What follows belongs to an exercise in optimizing a design on an open flow for small area, a short achievable clock period and few clock cycles per item; a production flow would make more cautious choices.
Function was checked by simulation only, so behaviour that the tests miss may differ from the original.

Setup of v23:
==> module part_2_TOP, before the edit <==
module part_2_TOP (input clk, rst, start, input [1:0] MOD, input [15:0] Xbus,
                   output Ready, output [17:0] RBUS);
    reg        busy;       
    reg        ph;         
    reg [1:0]  mr;         
    reg [2:0]  k;          
    reg [7:0]  Bone, Btwo, Bneg;   
    reg        Bb15;               
    reg [15:0] U;          
    reg [17:0] acc;        
    reg        sh;         
    reg [1:0]  lo2;
    wire        nz = |Xbus;
    wire        gt = Xbus[15] & (|Xbus[14:0]);
    wire        c0 = nz & (~Xbus[0] | gt);
    wire [14:0] y  = Xbus[15:1];
    reg  [14:0] h;                     
    integer i;
    always @(*) begin
        for (i = 0; i < 15; i = i + 1)
            h[i] = y[i] ^ (c0 & ~|(y & ((15'd1 << i) - 15'd1)));
    end
    wire [15:0] t0 = {h, Xbus[0] ^ (nz & ~gt)};
    wire [15:0] pm;
    mul16hi mu (.a(U), .one(Bone), .two(Btwo), .neg(Bneg), .b15(Bb15), .y(pm));
    reg [2:0] last;
    always @(*) begin
        case (mr)
            2'd0: last = 3'd6;
            2'd1: last = 3'd6;
            2'd2: last = 3'd5;
            default: last = 3'd7;
        endcase
    end
    wire [2:0] kn = k + 3'd1;
    reg [15:0] cn;
    always @(*) begin
        case ({mr == 2'd3, kn})
            {1'b0, 3'd2}: cn = 16'h5555;
            {1'b0, 3'd3}: cn = 16'h4000;
            {1'b0, 3'd4}: cn = 16'h3333;
            {1'b0, 3'd5}: cn = 16'h2AAA;
            {1'b0, 3'd6}: cn = 16'h2492;
            {1'b0, 3'd7}: cn = 16'h2000;
            {1'b1, 3'd2}: cn = 16'hAAAA;
            {1'b1, 3'd3}: cn = 16'hC000;
            {1'b1, 3'd4}: cn = 16'hCCCC;
            {1'b1, 3'd5}: cn = 16'hD555;
            {1'b1, 3'd6}: cn = 16'hD999;
            {1'b1, 3'd7}: cn = 16'hE000;
            default:      cn = 16'h0000;
        endcase
    end
    reg inc, neg;
    always @(*) begin
        case (mr)
            2'd0: begin inc = (k != 3'd7); neg = 1'b0;  end    
            2'd1: begin inc = ~k[0];       neg = k[1];  end    
            2'd2: begin inc = k[0];        neg = ~k[1]; end    
            default: begin inc = 1'b1;     neg = k[0];  end    
        endcase
    end
    reg aen, aneg;    
    wire [15:0] ua = sh ? {U[13:0], lo2} : U;
    wire [17:0] addend = {18{aen}} & ({18{aneg}} ^ {2'b00, ua});
    wire [18:0] sum1 = {acc, 1'b1} + {addend, aen & aneg};
    wire [17:0] sum = sum1[18:1];
    assign RBUS  = sum;
    wire skip = busy & ph & (k == 3'd2) & (mr != 2'd3);
    wire [15:0] dn = (busy & ph & ~skip) ? cn : Xbus;
    wire [16:0] db = {dn, 1'b0};
    reg [7:0] one_n, two_n, neg_n;
    integer j;
    always @(*) begin
        for (j = 0; j < 8; j = j + 1) begin
            one_n[j] = db[2*j] ^ db[2*j+1];
            two_n[j] = (db[2*j+2] & ~db[2*j+1] & ~db[2*j]) | (~db[2*j+2] & db[2*j+1] & db[2*j]);
            neg_n[j] = db[2*j+2];
        end
    end
    assign Ready = ~busy;
    always @(posedge clk or posedge rst) begin
        if (rst) begin
            busy <= 1'b0;
            ph   <= 1'b0;
            aen  <= 1'b0;
            aneg <= 1'b0;
            mr   <= 2'd0;
            k    <= 3'd0;
        end else begin
            aen  <= busy & ph & inc;
            aneg <= neg;
            if (!busy) begin
                if (start) begin
                    busy <= 1'b1;
                    ph   <= 1'b1;
                    mr   <= MOD;
                    k    <= 3'd1;
                end
            end else if (skip) begin
                k <= 3'd3;
            end else if (ph) begin
                ph <= 1'b0;
                if (k == last)
                    busy <= 1'b0;
            end else begin
                ph <= 1'b1;
                k  <= kn;
            end
        end
    end
    always @(posedge clk) begin
        U <= !busy ? {1'b0, t0[15:1]} : skip ? {2'b00, pm[15:2]} : pm;
        sh <= skip;
        lo2 <= pm[1:0];
        Bone <= one_n;
        Btwo <= two_n;
        Bneg <= neg_n;
        Bb15 <= dn[15];
        if (!busy & start) begin
            case (MOD)
                2'd0: acc <= {2'b01, t0};
                2'd2: acc <= 18'h10000;
                default: acc <= {2'b00, t0};
            endcase
        end else
            acc <= sum;
    end
endmodule
make LEC_CHECK=0 CAP_MARGIN=20 CORE_MARGIN=2 CORE_UTILIZATION=40 PLACE_DENSITY=0.6 SETUP_SLACK_MARGIN=4.5 SLEW_MARGIN=20 finish   # period 10.0 ns
run.sh (not shown) runs the stock make flow with config.mk's settings and CLKGATE_MAP_FILE= SYNTH_SCRIPT=/design/flow/synth_recipe.tcl, a recipe that flattens the netlist after the stock synthesis.
Testbench counts of v23, summed over its fixed seeds: cycles 14,484, items 1,280.
Here is what was changed in the inputs of v2 compared with v23.
-- flow/design.v --
<<< v23, line 9
    reg [15:0] U;          
    reg [17:0] acc;        
    reg        sh;         
    reg [1:0]  lo2;
    wire        nz = |Xbus;
    wire        gt = Xbus[15] & (|Xbus[14:0]);
>>> v2, line 9
    reg [15:0] U;          
    reg [17:0] acc;        
    reg [1:0]  lo2;        
    wire        nz = |Xbus;
    wire        gt = Xbus[15] & (|Xbus[14:0]);
<<< v23, line 61
        endcase
    end
    reg aen, aneg;    
    wire [15:0] ua = sh ? {U[13:0], lo2} : U;
    wire [17:0] addend = {18{aen}} & ({18{aneg}} ^ {2'b00, ua});
    wire [18:0] sum1 = {acc, 1'b1} + {addend, aen & aneg};
    wire [17:0] sum = sum1[18:1];
    assign RBUS  = sum;
>>> v2, line 60
        endcase
    end
    reg sp, sn, sp2, sn2, asub;
    wire [15:0] u2 = {U[13:0], lo2};
    wire [15:0] ad = ({16{sp}} & U) | ({16{sn}} & ~U) | ({16{sp2}} & u2) | ({16{sn2}} & ~u2);
    wire [17:0] addend = {{2{asub}}, ad};
    wire [18:0] sum1 = {acc, 1'b1} + {addend, asub};
    wire [17:0] sum = sum1[18:1];
    assign RBUS  = sum;
<<< v23, line 84
            busy <= 1'b0;
            ph   <= 1'b0;
            aen  <= 1'b0;
            aneg <= 1'b0;
            mr   <= 2'd0;
            k    <= 3'd0;
        end else begin
            aen  <= busy & ph & inc;
            aneg <= neg;
            if (!busy) begin
                if (start) begin
>>> v2, line 84
            busy <= 1'b0;
            ph   <= 1'b0;
            sp   <= 1'b0;
            sn   <= 1'b0;
            sp2  <= 1'b0;
            sn2  <= 1'b0;
            asub <= 1'b0;
            mr   <= 2'd0;
            k    <= 3'd0;
        end else begin
            sp   <= busy & ph & inc & ~neg & ~skip;
            sn   <= busy & ph & inc & neg & ~skip;
            sp2  <= busy & ph & inc & ~neg & skip;
            sn2  <= busy & ph & inc & neg & skip;
            asub <= busy & ph & inc & neg;
            if (!busy) begin
                if (start) begin
<<< v23, line 112
    always @(posedge clk) begin
        U <= !busy ? {1'b0, t0[15:1]} : skip ? {2'b00, pm[15:2]} : pm;
        sh <= skip;
        lo2 <= pm[1:0];
        Bone <= one_n;
>>> v2, line 118
    always @(posedge clk) begin
        U <= !busy ? {1'b0, t0[15:1]} : skip ? {2'b00, pm[15:2]} : pm;
        lo2 <= pm[1:0];
        Bone <= one_n;
Results
v23 → v2: met3 layer wire length in the routed design shows an increase of 16%, register bit count reported by yosys grew by 2, final standard cell utilization of the core moved down. Comparing the two runs side by side, v2 comes out ahead of v23 on cell area after synthesis. Comparing v2 with v23, the core footprint came out essentially unchanged. v2 gives more count of clock-buffer cells in the layout than v23 did. From v23 to v2 the numbers moved as follows: area added between synthesis and finish now smaller, total track usage now smaller, starting density of the core comparable, worst setup skew after layout now larger. The higher global-route track usage on met1 of v23 and v2 is in v23. In v2, number of global-route vias before repair is higher than in v23. The cell with the largest stage delay on the worst path comes out sky130_fd_sc_hd__dfxtp_4 in one run and sky130_fd_sc_hd__clkdlybuf4s50_1 in the other, namely in v23 and v2 respectively. On setup slack, the higher figure sits with v2, not v23.
Testbench counts of v2, summed over its fixed seeds: cycles 14,484, items 1,280.

## what the ideal ports hide
The flow's constraints put no driver on any port. The routed layouts listed below were extracted and timed again, unchanged, in two steps.
Step 1 sets driving cells, clkbuf_16 on the clock port and buf_2 on the other inputs (assumed; they add their load-dependent delay and slew).
Step 2 moves the port delays by t, midway between the first and last clock arrival at a register: inputs arrive t later, outputs are due t later. That takes back most of the time a late clock gives input paths.
Three values: no drivers, after step 1, after step 2; two values: the first two.
run	t, ns	setup slack, ns	worst setup path after step 2	clock arrival spread, ns
v23	0.372	4.569 / 4.530 / 4.709	register to register	0.005 / 0.006
v2	0.382	4.663 / 4.622 / 4.742	register to register	0.009 / 0.009
After both steps setup and hold are still met in every run listed.
